This design comes from an exercise in tuning for small area, a short achievable clock period and few clock cycles per item on the open sky130 flow, not from production work.
In this exercise RTL edits were held to simulation tests only and were not proved equivalent to the original.
Power figures rest on the tool's default switching activity, not on a simulated workload.

==> 02-09: inputs <==
// cache_controller
module cache_controller(
    input [31:0] current_instruction,
    input clock,
    input reset,
    input [127:0] inst_readdata,
    input inst_BUSY,
    output reg inst_read,
    output [31:0] output_instr,
    output reg [5:0] inst_address,
    output reg BUSY
);
==> module cache_controller, before the edit <==
module cache_controller(
    input [31:0] current_instruction,
    input clock,
    input reset,
    input [127:0] inst_readdata,
    input inst_BUSY,
    output reg inst_read,
    output [31:0] output_instr,
    output reg [5:0] inst_address,
    output reg BUSY
);
    reg cache_VALID [7:0];
    reg [2:0] cache_TAG [7:0];
    reg [127:0] cache_DATA [7:0];
    wire [9:0] address;
    wire VALID;
    wire [2:0] TAG;
    reg [127:0] DATA;
    wire compare;
    wire HIT;
    integer i;
    assign address = current_instruction[9:0];
    always @ (*) begin
        DATA = cache_DATA[address[6:4]];
    end
    assign VALID = cache_VALID[address[6:4]];
    assign TAG = cache_TAG[address[6:4]];
    assign compare = (TAG == address[9:7]) ? 1 : 0;
    assign HIT = compare && VALID;
    always @(posedge clock) begin  
        if ( (current_instruction == 32'd0) || (HIT) ) begin
            BUSY <= 1'b0;
        end 
        else begin
            BUSY <= 1'b1;
        end
    end
    assign output_instr = ((address[3:2] == 2'b01) && HIT) ? DATA[63:32] :
                          ((address[3:2] == 2'b10) && HIT) ? DATA[95:64] :
                          ((address[3:2] == 2'b11) && HIT) ? DATA[127:96] : DATA[31:0];
    parameter IDLE = 2'b00, MEM_READ = 2'b01, CACHE_UPDATE = 2'b10;
    reg [1:0] state, next_state;
    always @(*) begin
        case (state)
            IDLE:
                if ((current_instruction != 32'd0) && !HIT)
                    next_state = MEM_READ;
                else
                    next_state = IDLE;
            MEM_READ:
                if (inst_BUSY)
                    next_state = MEM_READ;
                else
                    next_state = CACHE_UPDATE;
            CACHE_UPDATE:
                next_state = IDLE;
            default:
                next_state = IDLE;
        endcase
    end
    always @(*) begin
        case(state)
            MEM_READ: begin
                inst_read = 1;
                inst_address = {address[9:4]};
            end
            default: begin
                inst_read = 0;
                inst_address = 6'd0;
            end
        endcase
    end
    always @(posedge clock or posedge reset) begin
        if (reset) begin
            for(i = 0; i < 8; i = i + 1) begin
                cache_VALID[i] <= 1'd0;
            end
        end
        else if (state == MEM_READ && !inst_BUSY) begin
            cache_VALID[address[6:4]] <= 1'b1;
        end
    end
    always @(posedge clock) begin
        if (state == MEM_READ && !inst_BUSY) begin
            cache_DATA[address[6:4]] <= inst_readdata;
            cache_TAG[address[6:4]] <= address[9:7];
        end
    end
always @(posedge clock or posedge reset) begin
    if (reset)
        state <= IDLE;
    else
        state <= next_state;
end
endmodule
==> flow/config.mk <==
export PLATFORM = sky130hd
export DESIGN_NAME = cache_controller
export DESIGN_NICKNAME = cache_controller
export VERILOG_FILES = /design/flow/design.v
export SDC_FILE = /design/flow/constraint.sdc
export NUM_CORES = 4
export LEC_CHECK = 0
export CAP_MARGIN = 20
export CORE_MARGIN = 2
export CORE_UTILIZATION = 40
export PLACE_DENSITY = 0.6
export SLEW_MARGIN = 20
==> flow/constraint.sdc <==
create_clock -name core_clock -period 6.5 [get_ports {clock}]
set_input_delay 1.3000 -clock core_clock [delete_from_list [all_inputs] [get_ports {clock}]]
set_output_delay 1.3000 -clock core_clock [all_outputs]
set_load 0.01 [all_outputs]
run.sh (not shown) runs the stock make flow with config.mk's settings and CLKGATE_MAP_FILE= SYNTH_SCRIPT=/design/flow/synth_recipe.tcl, a recipe that flattens the netlist after the stock synthesis.
==> 11-07 (differences from 02-09) <==
==> flow/design.v (replaced) <==
`timescale 1ns/100ps
module cache_controller(
    input [31:0] current_instruction,
    input clock,
    input reset,
    input [127:0] inst_readdata,
    input inst_BUSY,
    output reg inst_read,
    output [31:0] output_instr,
    output reg [5:0] inst_address,
    output reg BUSY
);
    reg         cache_VALID [7:0];
    reg [2:0]   cache_TAG   [7:0];
    reg [127:0] cache_DATA  [7:0];
    reg         idle_rd;         
    reg         done;            
    reg [7:0]   line_we;         
    reg [3:0]   word_rd;         
    reg [31:0]  out_q;
    wire [9:0] address = current_instruction[9:0];
    wire       fetch   = |current_instruction;
    wire       HIT     = cache_VALID[address[6:4]] && (cache_TAG[address[6:4]] == address[9:7]);
    wire       ready   = idle_rd && !done;
    wire read_d = idle_rd ? (ready && fetch && !HIT) : inst_BUSY;
    wire done_d = idle_rd ? (ready && fetch && HIT) : !inst_BUSY;
    reg [31:0] out_d;
    integer l, w;
    always @(*) begin
        out_d = 32'd0;
        for (l = 0; l < 8; l = l + 1)
            for (w = 0; w < 4; w = w + 1)
                out_d = out_d | ({32{idle_rd && address[6:4] == l && address[3:2] == w}}
                                 & cache_DATA[l][32*w +: 32]);
        for (w = 0; w < 4; w = w + 1)
            out_d = out_d | ({32{word_rd[w]}} & inst_readdata[32*w +: 32]);
    end
    integer i;
    always @(posedge clock or posedge reset) begin
        if (reset) begin
            idle_rd   <= 1'b1;
            done      <= 1'b0;
            inst_read <= 1'b0;
            line_we   <= 8'd0;
        end else begin
            idle_rd   <= !read_d;
            done      <= done_d;
            inst_read <= read_d;
            for (i = 0; i < 8; i = i + 1)
                line_we[i] <= read_d && address[6:4] == i;
        end
    end
    always @(posedge clock) begin
        for (i = 0; i < 4; i = i + 1)
            word_rd[i] <= read_d && address[3:2] == i;
        BUSY         <= !done_d;
        inst_address <= address[9:4];
        out_q        <= out_d;
    end
    assign output_instr = out_q;
    always @(posedge clock or posedge reset) begin
        if (reset) begin
            for (i = 0; i < 8; i = i + 1)
                cache_VALID[i] <= 1'b0;
        end else begin
            for (i = 0; i < 8; i = i + 1)
                if (line_we[i]) cache_VALID[i] <= 1'b1;
        end
    end
    always @(posedge clock) begin
        for (i = 0; i < 8; i = i + 1)
            if (line_we[i]) begin
                cache_DATA[i] <= inst_readdata;
                cache_TAG[i]  <= address[9:7];
            end
    end
endmodule
==> flow/flow/run.sh (new file) <==
#!/bin/bash
# The standard layout, with plain buffers on the ports instead of the
# delay cells buffer_ports picks by default. make's output goes to
# make_finish.log; each ORFS step logs under orfs/logs/.
set -euo pipefail
bash standard.sh \
    BUFFER_PORTS_ARGS="-buffer_cell sky130_fd_sc_hd__buf_2" \
    finish > make_finish.log 2>&1
==> flow/standard.sh (new file) <==
#!/bin/bash
# synth_recipe.tcl (not shown) runs the flow's synth.tcl, then flattens the netlist and writes it again
# the make line also repeats each setting of config.mk as NAME=value (left out here)
make -C /OpenROAD-flow-scripts/flow DESIGN_CONFIG=/design/flow/config.mk WORK_HOME=/design/flow/orfs CLKGATE_MAP_FILE= SYNTH_SCRIPT=/design/flow/synth_recipe.tcl "${@:-finish}"
- CORE_UTILIZATION: 40 -> 55
- CTS_CLUSTER_DIAMETER: not set -> 80
- CTS_CLUSTER_SIZE: not set -> 25
- PLACE_DENSITY: 0.6 -> 0.7
- SETUP_SLACK_MARGIN: not set -> 4.0
removed: flow/run.sh
==> 08-21 (differences from 02-09) <==
==> flow/design.v (replaced) <==
`timescale 1ns/100ps
module cache_controller(
    input [31:0] current_instruction,
    input clock,
    input reset,
    input [127:0] inst_readdata,
    input inst_BUSY,
    output reg inst_read,
    output [31:0] output_instr,
    output reg [5:0] inst_address,
    output reg BUSY
);
    reg         cache_VALID [7:0];
    reg [2:0]   cache_TAG   [7:0];
    reg [127:0] cache_DATA  [7:0];
    reg         idle_rd;         
    reg         done;            
    reg [7:0]   line_we;         
    reg [3:0]   word_rd;         
    reg [31:0]  out_q;
    wire [9:0] address = current_instruction[9:0];
    wire       fetch   = |current_instruction;
    wire       HIT     = cache_VALID[address[6:4]] && (cache_TAG[address[6:4]] == address[9:7]);
    wire       ready   = idle_rd && !done;
    wire read_d = idle_rd ? (ready && fetch && !HIT) : inst_BUSY;
    wire done_d = idle_rd ? (ready && fetch && HIT) : !inst_BUSY;
    reg [31:0] out_d;
    integer l, w;
    always @(*) begin
        out_d = 32'd0;
        for (l = 0; l < 8; l = l + 1)
            for (w = 0; w < 4; w = w + 1)
                out_d = out_d | ({32{idle_rd && address[6:4] == l && address[3:2] == w}}
                                 & cache_DATA[l][32*w +: 32]);
        for (w = 0; w < 4; w = w + 1)
            out_d = out_d | ({32{word_rd[w]}} & inst_readdata[32*w +: 32]);
    end
    integer i;
    always @(posedge clock or posedge reset) begin
        if (reset) begin
            idle_rd   <= 1'b1;
            done      <= 1'b0;
            inst_read <= 1'b0;
            line_we   <= 8'd0;
        end else begin
            idle_rd   <= !read_d;
            done      <= done_d;
            inst_read <= read_d;
            for (i = 0; i < 8; i = i + 1)
                line_we[i] <= read_d && address[6:4] == i;
        end
    end
    always @(posedge clock) begin
        for (i = 0; i < 4; i = i + 1)
            word_rd[i] <= read_d && address[3:2] == i;
        BUSY         <= !done_d;
        inst_address <= address[9:4];
        out_q        <= out_d;
    end
    assign output_instr = out_q;
    always @(posedge clock or posedge reset) begin
        if (reset) begin
            for (i = 0; i < 8; i = i + 1)
                cache_VALID[i] <= 1'b0;
        end else begin
            for (i = 0; i < 8; i = i + 1)
                if (line_we[i]) cache_VALID[i] <= 1'b1;
        end
    end
    always @(posedge clock) begin
        for (i = 0; i < 8; i = i + 1)
            if (line_we[i]) begin
                cache_DATA[i] <= inst_readdata;
                cache_TAG[i]  <= address[9:7];
            end
    end
endmodule
==> flow/flow/run.sh (new file) <==
#!/bin/bash
# The standard layout, with plain buffers on the ports instead of the
# delay cells buffer_ports picks by default. make's output goes to
# make_finish.log; each ORFS step logs under orfs/logs/.
set -euo pipefail
bash standard.sh \
    BUFFER_PORTS_ARGS="-buffer_cell sky130_fd_sc_hd__buf_2" \
    finish > make_finish.log 2>&1
==> flow/standard.sh (new file) <==
#!/bin/bash
# synth_recipe.tcl (not shown) runs the flow's synth.tcl, then flattens the netlist and writes it again
# the make line also repeats each setting of config.mk as NAME=value (left out here)
make -C /OpenROAD-flow-scripts/flow DESIGN_CONFIG=/design/flow/config.mk WORK_HOME=/design/flow/orfs CLKGATE_MAP_FILE= SYNTH_SCRIPT=/design/flow/synth_recipe.tcl "${@:-finish}"
- SETUP_SLACK_MARGIN: not set -> 4.0
removed: flow/run.sh
==> comparison <==
- Via count: 02-09 < 11-07 < 08-21.
- Against 02-09, the power of 08-21 is higher by 9.9%.
- Of 02-09 and 11-07, 02-09 has the higher synthesized cell count (gap about 3%, measured against 11-07).
- Hold slack: 08-21 is better than 02-09 (0.029 ns).
- The lowest die area belongs to 11-07, the highest to 02-09.
- Non-clock buffer count: 11-07 > 08-21 > 02-09.
- Of 02-09 and 11-07, 02-09 has the higher area after synthesis (gap 2.1%, measured against 11-07).
- Global-route usage, highest first: 11-07, 08-21, 02-09.
- The lowest final cell count belongs to 11-07, the highest to 02-09.
==> figures <==
quantity                                                                            02-09                   11-07                   08-21
Part of the total power dissipated in sequential elements                           0.518                   0.631                   0.533
Number of antenna violations at the first check in global routing                      23                      19                      23
R2R cell count                                                                          5                       7                       8
CTS H-tree depth                                                                        3                       2                       3
Sink of the worst hold path                                                      state[0]               out_q[22]          cache_VALID[6]
Vias in the first global route                                                      22600                   23900                   24800
Cell count after placement                                                           3710                    3231                    3573
Post-DP HPWL                                                                      66.8 mm                 64.4 mm                 70.6 mm
Met3 wire length                                                                  10.4 mm                 18.1 mm                 17.0 mm
Result of the run                                                timing/DRC/antenna clean  timing/DRC/antenna clean  timing/DRC/antenna clean
Number of synthesis warnings                                                            2                       4                       4
Final core occ                                                                      0.479                   0.648                   0.489
Slew HR                                                                             0.324                   0.254                   0.225
Critical path origin                                               current_instruction[5]  current_instruction[4]  current_instruction[6]
Total standard cell area after synthesis                                       0.0406 mm2              0.0398 mm2              0.0398 mm2
Leakage power figure                                                            0.0154 uW               0.0149 uW               0.0155 uW
Post-detailed-route via-to-cell ratio                                                5.88                    7.14                    6.44
Termination of the worst setup path                                      output_instr[12]               out_q[10]                out_q[5]
CP max FO                                                                              30                      15                      12
Final worst slack                                                                0.356 ns                 3.95 ns                 3.88 ns
Testbench counts of 02-09, summed over its fixed seeds: cycles 18,253, requests 6,400.
Testbench counts of 11-07, summed over its fixed seeds: cycles 16,611, requests 6,400.
Testbench counts of 08-21, summed over its fixed seeds: cycles 16,611, requests 6,400.

==> afterwards: timing with drivers on the ports <==
No port has a modelled driver above. Below, the same layouts with a new extraction and two added sets of constraints. Step 1 (the two cells are an assumption about what drives the block):
set clk [get_ports {clock}]
set_driving_cell -lib_cell sky130_fd_sc_hd__clkbuf_16 $clk
set_driving_cell -lib_cell sky130_fd_sc_hd__buf_2 [delete_from_list [all_inputs] $clk]
Step 2 also shifts input and output timing later by t, the mid clock arrival at the registers, as if the neighbouring blocks saw the same clock. Slacks: ideal / step 1 / step 2; pairs: ideal / step 1.
run | shift t [ns] | setup slack, ns | worst hold slack (ns) | worst register clock-pin slew, ns | worst data-port slew with drivers (ns)
02-09 | 0.740 | 0.356 / 0.293 / 0.293 | 0.439 / 0.439 / 0.439 | 0.06 / 0.06 | 0.17
11-07 | 0.706 | 3.954 / 3.848 / 3.142 | 0.470 / 0.470 / 0.470 | 0.11 / 0.11 | 0.20
08-21 | 0.750 | 3.885 / 3.828 / 3.078 | 0.468 / 0.468 / 0.468 | 0.07 / 0.07 | 0.17
After both steps setup and hold are still met in every run listed. The setup slack of 11-07, which loses most, moves by -0.106 ns with the drivers and by -0.812 ns with both steps.
